What follows belongs to an exercise in optimizing a design on an open flow for a short achievable clock period and few clock cycles; a production flow would make more cautious choices. Function was checked by simulation only, so behaviour that the tests miss may differ from the original. No activity file was given, so power comes from the tool's default toggle rates.

==> flow/design.v <==
module LL_Add16(a, b, cin, s, co);
input  [15:0] a, b;
input         cin;
output [15:0] s;
output        co;
reg [15:0] p, g, pp, gg;
integer k, d;
always @(*) begin
	p  = a ^ b;
	g  = a & b;
	pp = p;
	gg = g;
	gg[0] = g[0] | (p[0] & cin);
	for (d = 1; d < 16; d = d * 2)
		for (k = 15; k >= d; k = k - 1) begin
			gg[k] = gg[k] | (pp[k] & gg[k-d]);
			pp[k] = pp[k] & pp[k-d];
		end
end
assign s  = p ^ {gg[14:0], cin};
assign co = gg[15];
endmodule
module LL_Add7(a, b, s);
input  [6:0] a, b;
output [7:0] s;
assign s = a + b;
endmodule
module LL_Inc(pc, pc2);
input  [15:0] pc;
output [15:0] pc2;
assign pc2 = {pc[15:1] + 15'd1, pc[0]};
endmodule
module LL_PCNext(pc, pc2, imm, jump, xsel, xpc, next, target);
input  [15:0] pc;
input  [15:0] pc2;
input  [6:0]  imm;
input         jump;
input         xsel;
input  [15:0] xpc;
output [15:0] next;
output [15:0] target;
wire [7:0] lo;
LL_Add7 add_lo(.a(pc[7:1]), .b(imm), .s(lo));
wire [15:0] base = xsel ? xpc : pc2;
wire        jmp  = jump && !xsel;
wire [7:0] hi  = pc[15:8];
wire [7:0] hi1 = pc[15:8] + 8'd1;
wire [7:0] him = pc[15:8] - 8'd1;
wire [7:0] t_c1 = imm[6] ? hi : hi1;
wire [7:0] t_c0 = imm[6] ? him : hi;
wire [7:0] n_c1 = jmp ? t_c1 : base[15:8];
wire [7:0] n_c0 = jmp ? t_c0 : base[15:8];
wire [7:0] n_hi, t_hi;
LL_Mux8 next_mux(.sel(lo[7]), .a(n_c0), .b(n_c1), .q(n_hi));
LL_Mux8 tgt_mux(.sel(lo[7]), .a(t_c0), .b(t_c1), .q(t_hi));
assign next   = {n_hi, jmp ? {lo[6:0], pc[0]} : base[7:0]};
assign target = {t_hi, lo[6:0], pc[0]};
endmodule
module LL_FDec(ins, zok, ldw, taken, hold);
input  [15:0] ins;
input  [6:0]  zok;
input  [6:0]  ldw;
output        taken;
output        hold;
wire [2:0] op = ins[15:13];
wire [7:0] z = {1'b1, zok};
wire [7:0] l = {1'b0, ldw};
wire reads_a = (op == 3'd0) || (op == 3'd3) || (op == 3'd4) || (op == 3'd6) || (op == 3'd7);
assign taken = (op == 3'd5) && z[ins[2:0]];
assign hold  = (reads_a && l[ins[5:3]]) || ((op == 3'd0) && l[ins[12:10]]) ||
               ((op == 3'd5) && l[ins[2:0]]);
endmodule
module LL_Mux8(sel, a, b, q);
input        sel;
input  [7:0] a, b;
output [7:0] q;
assign q = sel ? b : a;
endmodule
module LL_Read(idx, r, q);
input  [2:0]   idx;
input  [111:0] r;
output [15:0]  q;
assign q = (idx == 3'd7) ? 16'd0 : r[idx*16 +: 16];
endmodule
module LEGLiteSingle(
	iaddr,
	daddr,
	dwrite,
	dread,
	dwdata,
	clock,
	idata,
	ddata,
	reset
	);
output [15:0] iaddr;
output [15:0] daddr;
output dwrite;
output dread;
output [15:0] dwdata;
input clock;
input [15:0] idata;
input [15:0] ddata;
input reset;
localparam OP_ADD  = 3'd0;
localparam OP_LDUR = 3'd3;
localparam OP_STUR = 3'd4;
localparam OP_CBZ  = 3'd5;
localparam OP_ADDI = 3'd6;
localparam OP_ANDI = 3'd7;
reg [15:0] pc;           
reg        x_valid;      
reg        x_andi;       
reg        x_ld;         
reg        x_st;         
reg        x_cbz;        
reg [15:0] x_target;     
reg [15:0] x_pc;         
reg [15:0] x_a;          
reg [15:0] x_opb;        
reg [15:0] x_b;          
reg        x_fwd_b;      
reg        x_pred;       
reg        f_again;      
reg [15:0] again_pc;
reg [6:0]  x_alu1h;      
reg [6:0]  x_ld1h;       
reg        m_ld, m_st;   
reg [6:0]  m_ld1h;       
reg [15:0] m_addr;
reg [15:0] m_wdata;
reg [15:0] rf [0:6];     
reg [6:0]  zf;           
wire [15:0] sum;
wire        sum_co;
LL_Add16 alu_add(.a(x_a), .b(x_opb), .cin(1'b0), .s(sum), .co(sum_co));
wire [15:0] result   = x_andi ? (x_a & x_opb) : sum;
wire        redirect = x_valid && x_cbz && ((x_b == 16'd0) != x_pred);
wire [15:0] zsum     = (x_a ^ x_opb) ^ {(x_a[14:0] | x_opb[14:0]), 1'b0};
wire        x_zero   = x_andi ? ((x_a & x_opb) == 16'd0) : (zsum == 16'd0);
wire [15:0] x_pc2;
LL_Inc    x_inc(.pc(x_pc), .pc2(x_pc2));
reg [111:0] rfm;
reg [15:0]  rf_nx [0:6];
reg [6:0]   zf_nx;
integer i;
always @(*)
	for (i = 0; i < 7; i = i + 1) begin
		if (m_ld1h[i]) begin
			rfm[i*16 +: 16] = ddata;
			zf_nx[i]        = (ddata == 16'd0);
		end else begin
			rfm[i*16 +: 16] = rf[i];
			zf_nx[i]        = zf[i];
		end
		rf_nx[i] = rfm[i*16 +: 16];
		if (x_valid && x_alu1h[i]) begin
			rf_nx[i] = result;
			zf_nx[i] = x_zero;
		end
	end
always @(posedge clock)
	for (i = 0; i < 7; i = i + 1) begin
		rf[i] <= rf_nx[i];
		zf[i] <= zf_nx[i];
	end
wire [2:0]  f_op = idata[15:13];
wire [2:0]  f_rt = idata[2:0];
wire [2:0]  f_rn = idata[5:3];
wire [2:0]  f_rm = idata[12:10];
wire        f_isadd = (f_op == OP_ADD);
wire [15:0] f_sx = {{9{idata[12]}}, idata[12:6]};
wire [15:0] rd_a, rd_m, rd_t;
LL_Read read_a(.idx(f_rn), .r(rfm), .q(rd_a));
LL_Read read_m(.idx(f_rm), .r(rfm), .q(rd_m));
LL_Read read_t(.idx(f_rt), .r(rfm), .q(rd_t));
wire [7:0] x_wr1h = {1'b0, x_alu1h & {7{x_valid}}};
wire fx_a = x_wr1h[f_rn];
wire fx_m = x_wr1h[f_rm];
wire fx_t = x_wr1h[f_rt];
wire [15:0] op_a = fx_a ? result : rd_a;
wire [15:0] op_m = fx_m ? result : rd_m;
wire [15:0] op_t = fx_t ? result : rd_t;
reg [6:0] zok, ldw;
always @(*)
	for (i = 0; i < 7; i = i + 1) begin
		zok[i] = zf[i] && !(x_valid && (x_alu1h[i] || x_ld1h[i])) && !m_ld1h[i];
		ldw[i] = x_valid && x_ld1h[i];
	end
wire f_taken, f_hold;
LL_FDec f_dec(.ins(idata), .zok(zok), .ldw(ldw), .taken(f_taken), .hold(f_hold));
wire [7:0] ldw8 = {1'b0, ldw};
wire f_dep_t = (f_op == OP_STUR) && ldw8[f_rt];
wire [15:0] pc2;
LL_Inc      f_inc(.pc(pc), .pc2(pc2));
wire        x_sel   = reset || redirect || f_again;
wire [15:0] pc_x    = reset ? 16'd0 : f_again ? again_pc : x_pred ? x_pc2 : x_target;
wire [15:0] pc_next;
wire [15:0] f_target;
LL_PCNext   f_next(.pc(pc), .pc2(pc2), .imm(idata[12:6]), .jump(f_taken), .xsel(x_sel), .xpc(pc_x),
                   .next(pc_next), .target(f_target));
always @(posedge clock) begin
	f_again  <= !reset && !redirect && !f_again && f_hold;
	again_pc <= pc;
end
always @(posedge clock)
	pc <= pc_next;
always @(posedge clock) begin
	x_valid  <= !reset && !redirect && !f_again && !f_hold;
	x_andi   <= (f_op == OP_ANDI);
	x_ld     <= (f_op == OP_LDUR);
	x_st     <= (f_op == OP_STUR);
	x_cbz    <= (f_op == OP_CBZ) && (f_rt != 3'd7);
	x_target <= f_target;
	x_pc     <= pc;
	x_a      <= op_a;
	x_opb    <= f_isadd ? op_m : f_sx;
	x_b      <= op_t;
	x_fwd_b  <= f_dep_t;
	x_pred   <= f_taken;
	for (i = 0; i < 7; i = i + 1) begin
		x_alu1h[i] <= (f_isadd || (f_op == OP_ADDI) || (f_op == OP_ANDI)) && (f_rt == i);
		x_ld1h[i]  <= (f_op == OP_LDUR) && (f_rt == i);
	end
end
always @(posedge clock) begin
	if (reset) begin
		m_ld <= 1'b0;
		m_st <= 1'b0;
	end else begin
		m_ld <= x_valid && x_ld;
		m_st <= x_valid && x_st;
	end
	m_ld1h  <= reset ? 7'd0 : (x_valid ? x_ld1h : 7'd0);
	m_addr  <= sum;
	m_wdata <= x_fwd_b ? ddata : x_b;
end
assign iaddr  = pc;
assign daddr  = m_addr;
assign dread  = m_ld;
assign dwrite = m_st;
assign dwdata = m_wdata;
endmodule
clock: 9.0 ns
lec_check: 0
cap_margin: 20
core_margin: 2
core_utilization: 30
cts_cluster_diameter: 100
cts_cluster_size: 20
slew_margin: 20
synth_hierarchical: 1
synth_minimum_keep_size: 0
tns_end_percent: 100
standard.sh (not shown) runs the stock make flow with config.mk's settings and CLKGATE_MAP_FILE= SYNTH_SCRIPT=/design/flow/synth_recipe.tcl, a recipe that flattens the netlist after the stock synthesis.
==> flow/flow/run.sh <==
#!/bin/bash
set -euo pipefail
bash standard.sh SETUP_SLACK_MARGIN=6.4 "BUFFER_PORTS_ARGS=-buffer_cell sky130_fd_sc_hd__buf_8" finish > standard.log 2>&1
The baseline produced a clean layout.
Testbench counts at the start, summed over its fixed seeds: cycles 51,154.
Edit:
--- a/flow/design.v
+++ b/flow/design.v
@@ -29,42 +29,42 @@
 input  [15:0] pc;
 output [15:0] pc2;
 assign pc2 = {pc[15:1] + 15'd1, pc[0]};
 endmodule
-module LL_PCNext(pc, pc2, imm, jump, xsel, xpc, next, target);
+module LL_PCNext(pc, imm, jump, base, next, target);
 input  [15:0] pc;
-input  [15:0] pc2;
 input  [6:0]  imm;
 input         jump;
-input         xsel;
-input  [15:0] xpc;
+input  [15:0] base;
 output [15:0] next;
 output [15:0] target;
 wire [7:0] lo;
 LL_Add7 add_lo(.a(pc[7:1]), .b(imm), .s(lo));
-wire [15:0] base = xsel ? xpc : pc2;
-wire        jmp  = jump && !xsel;
 wire [7:0] hi  = pc[15:8];
 wire [7:0] hi1 = pc[15:8] + 8'd1;
 wire [7:0] him = pc[15:8] - 8'd1;
 wire [7:0] t_c1 = imm[6] ? hi : hi1;
 wire [7:0] t_c0 = imm[6] ? him : hi;
-wire [7:0] n_c1 = jmp ? t_c1 : base[15:8];
-wire [7:0] n_c0 = jmp ? t_c0 : base[15:8];
 wire [7:0] n_hi, t_hi;
-LL_Mux8 next_mux(.sel(lo[7]), .a(n_c0), .b(n_c1), .q(n_hi));
-LL_Mux8 tgt_mux(.sel(lo[7]), .a(t_c0), .b(t_c1), .q(t_hi));
-assign next   = {n_hi, jmp ? {lo[6:0], pc[0]} : base[7:0]};
+LL_Pick8 next_pick(.jump(jump), .c(lo[7]), .t0(t_c0), .t1(t_c1), .base(base[15:8]), .q(n_hi));
+LL_Mux8  tgt_mux(.sel(lo[7]), .a(t_c0), .b(t_c1), .q(t_hi));
+assign next   = {n_hi, jump ? {lo[6:0], pc[0]} : base[7:0]};
 assign target = {t_hi, lo[6:0], pc[0]};
+endmodule
+module LL_Pick8(jump, c, t0, t1, base, q);
+input        jump, c;
+input  [7:0] t0, t1, base;
+output [7:0] q;
+assign q = jump ? (c ? t1 : t0) : base;
 endmodule
 module LL_FDec(ins, zok, ldw, taken, hold);
 input  [15:0] ins;
-input  [6:0]  zok;
+input  [7:0]  zok;
 input  [6:0]  ldw;
 output        taken;
 output        hold;
 wire [2:0] op = ins[15:13];
-wire [7:0] z = {1'b1, zok};
+wire [7:0] z = zok;
 wire [7:0] l = {1'b0, ldw};
 wire reads_a = (op == 3'd0) || (op == 3'd3) || (op == 3'd4) || (op == 3'd6) || (op == 3'd7);
 assign taken = (op == 3'd5) && z[ins[2:0]];
 assign hold  = (reads_a && l[ins[5:3]]) || ((op == 3'd0) && l[ins[12:10]]) ||
@@ -123,8 +123,10 @@
 reg        x_pred;       
 reg        f_again;      
 reg [15:0] again_pc;
 reg [6:0]  x_alu1h;      
+reg        x_wr;         
+reg [2:0]  x_rt;
 reg [6:0]  x_ld1h;       
 reg        m_ld, m_st;   
 reg [6:0]  m_ld1h;       
 reg [15:0] m_addr;
@@ -173,32 +175,35 @@
 wire [15:0] rd_a, rd_m, rd_t;
 LL_Read read_a(.idx(f_rn), .r(rfm), .q(rd_a));
 LL_Read read_m(.idx(f_rm), .r(rfm), .q(rd_m));
 LL_Read read_t(.idx(f_rt), .r(rfm), .q(rd_t));
-wire [7:0] x_wr1h = {1'b0, x_alu1h & {7{x_valid}}};
-wire fx_a = x_wr1h[f_rn];
-wire fx_m = x_wr1h[f_rm];
-wire fx_t = x_wr1h[f_rt];
+wire fx_a = x_wr && (x_rt == f_rn);
+wire fx_m = x_wr && (x_rt == f_rm);
+wire fx_t = x_wr && (x_rt == f_rt);
 wire [15:0] op_a = fx_a ? result : rd_a;
 wire [15:0] op_m = fx_m ? result : rd_m;
 wire [15:0] op_t = fx_t ? result : rd_t;
-reg [6:0] zok, ldw;
-always @(*)
-	for (i = 0; i < 7; i = i + 1) begin
-		zok[i] = zf[i] && !(x_valid && (x_alu1h[i] || x_ld1h[i])) && !m_ld1h[i];
+wire x_sel = reset || redirect || f_again;
+reg [7:0] zok;
+reg [6:0] ldw;
+always @(*) begin
+	zok[7] = !x_sel;
+	for (i = 0; i < 7; i = i + 1) begin
+		zok[i] = zf[i] && !(x_valid && (x_alu1h[i] || x_ld1h[i])) && !m_ld1h[i] && !x_sel;
 		ldw[i] = x_valid && x_ld1h[i];
 	end
+end
 wire f_taken, f_hold;
 LL_FDec f_dec(.ins(idata), .zok(zok), .ldw(ldw), .taken(f_taken), .hold(f_hold));
 wire [7:0] ldw8 = {1'b0, ldw};
 wire f_dep_t = (f_op == OP_STUR) && ldw8[f_rt];
 wire [15:0] pc2;
 LL_Inc      f_inc(.pc(pc), .pc2(pc2));
-wire        x_sel   = reset || redirect || f_again;
 wire [15:0] pc_x    = reset ? 16'd0 : f_again ? again_pc : x_pred ? x_pc2 : x_target;
+wire [15:0] pc_base = x_sel ? pc_x : pc2;
 wire [15:0] pc_next;
 wire [15:0] f_target;
-LL_PCNext   f_next(.pc(pc), .pc2(pc2), .imm(idata[12:6]), .jump(f_taken), .xsel(x_sel), .xpc(pc_x),
+LL_PCNext   f_next(.pc(pc), .imm(idata[12:6]), .jump(f_taken), .base(pc_base),
                    .next(pc_next), .target(f_target));
 always @(posedge clock) begin
 	f_again  <= !reset && !redirect && !f_again && f_hold;
 	again_pc <= pc;
@@ -217,8 +222,11 @@
 	x_opb    <= f_isadd ? op_m : f_sx;
 	x_b      <= op_t;
 	x_fwd_b  <= f_dep_t;
 	x_pred   <= f_taken;
+	x_wr     <= !reset && !redirect && !f_again && !f_hold &&
+	            (f_isadd || (f_op == OP_ADDI) || (f_op == OP_ANDI)) && (f_rt != 3'd7);
+	x_rt     <= f_rt;
 	for (i = 0; i < 7; i = i + 1) begin
 		x_alu1h[i] <= (f_isadd || (f_op == OP_ADDI) || (f_op == OP_ANDI)) && (f_rt == i);
 		x_ld1h[i]  <= (f_op == OP_LDUR) && (f_rt == i);
 	end
Clock power climbs by about 2%.
Via count drops by 1.8%.
Sequential cell count climbs by 4.
Critical path depth is unchanged.
Final cell count drops by 2.5%.
Global-route usage drops by 0.41 points.
Die area drops by 1.6%.
Testbench counts after the change, summed over its fixed seeds: cycles 51,154.

-- afterwards: timing with drivers on the ports --
The flow's constraints put no driver on any port. The routed layouts listed below were extracted and timed again, unchanged, in two steps.
Step 1: set_driving_cell puts a clkbuf_16 on clock and a buf_2 on each other input, an assumption about the parent block.
Step 2 also shifts input and output timing later by t, the mid clock arrival at the registers, as if the neighbouring blocks saw the same clock.
Slacks: ideal / step 1 / step 2; pairs: ideal / step 1.
| run | t, ns | setup slack, ns | hold WS [ns] | worst register clock-pin slew, ns | cell pins on the clock port's net |
|---|---|---|---|---|---|
| the first run | 0.592 | 5.879 / 5.729 / 5.137 | 0.414 / 0.414 / 0.414 | 0.09 / 0.09 | 1 |
| the second run | 0.585 | 6.063 / 5.943 / 5.358 | 0.471 / 0.471 / 0.471 | 0.09 / 0.09 | 1 |
After both steps setup and hold are still met in every run listed. For the first run, which loses most, drivers alone change the setup slack by -0.150 ns; drivers and shift together by -0.742 ns.
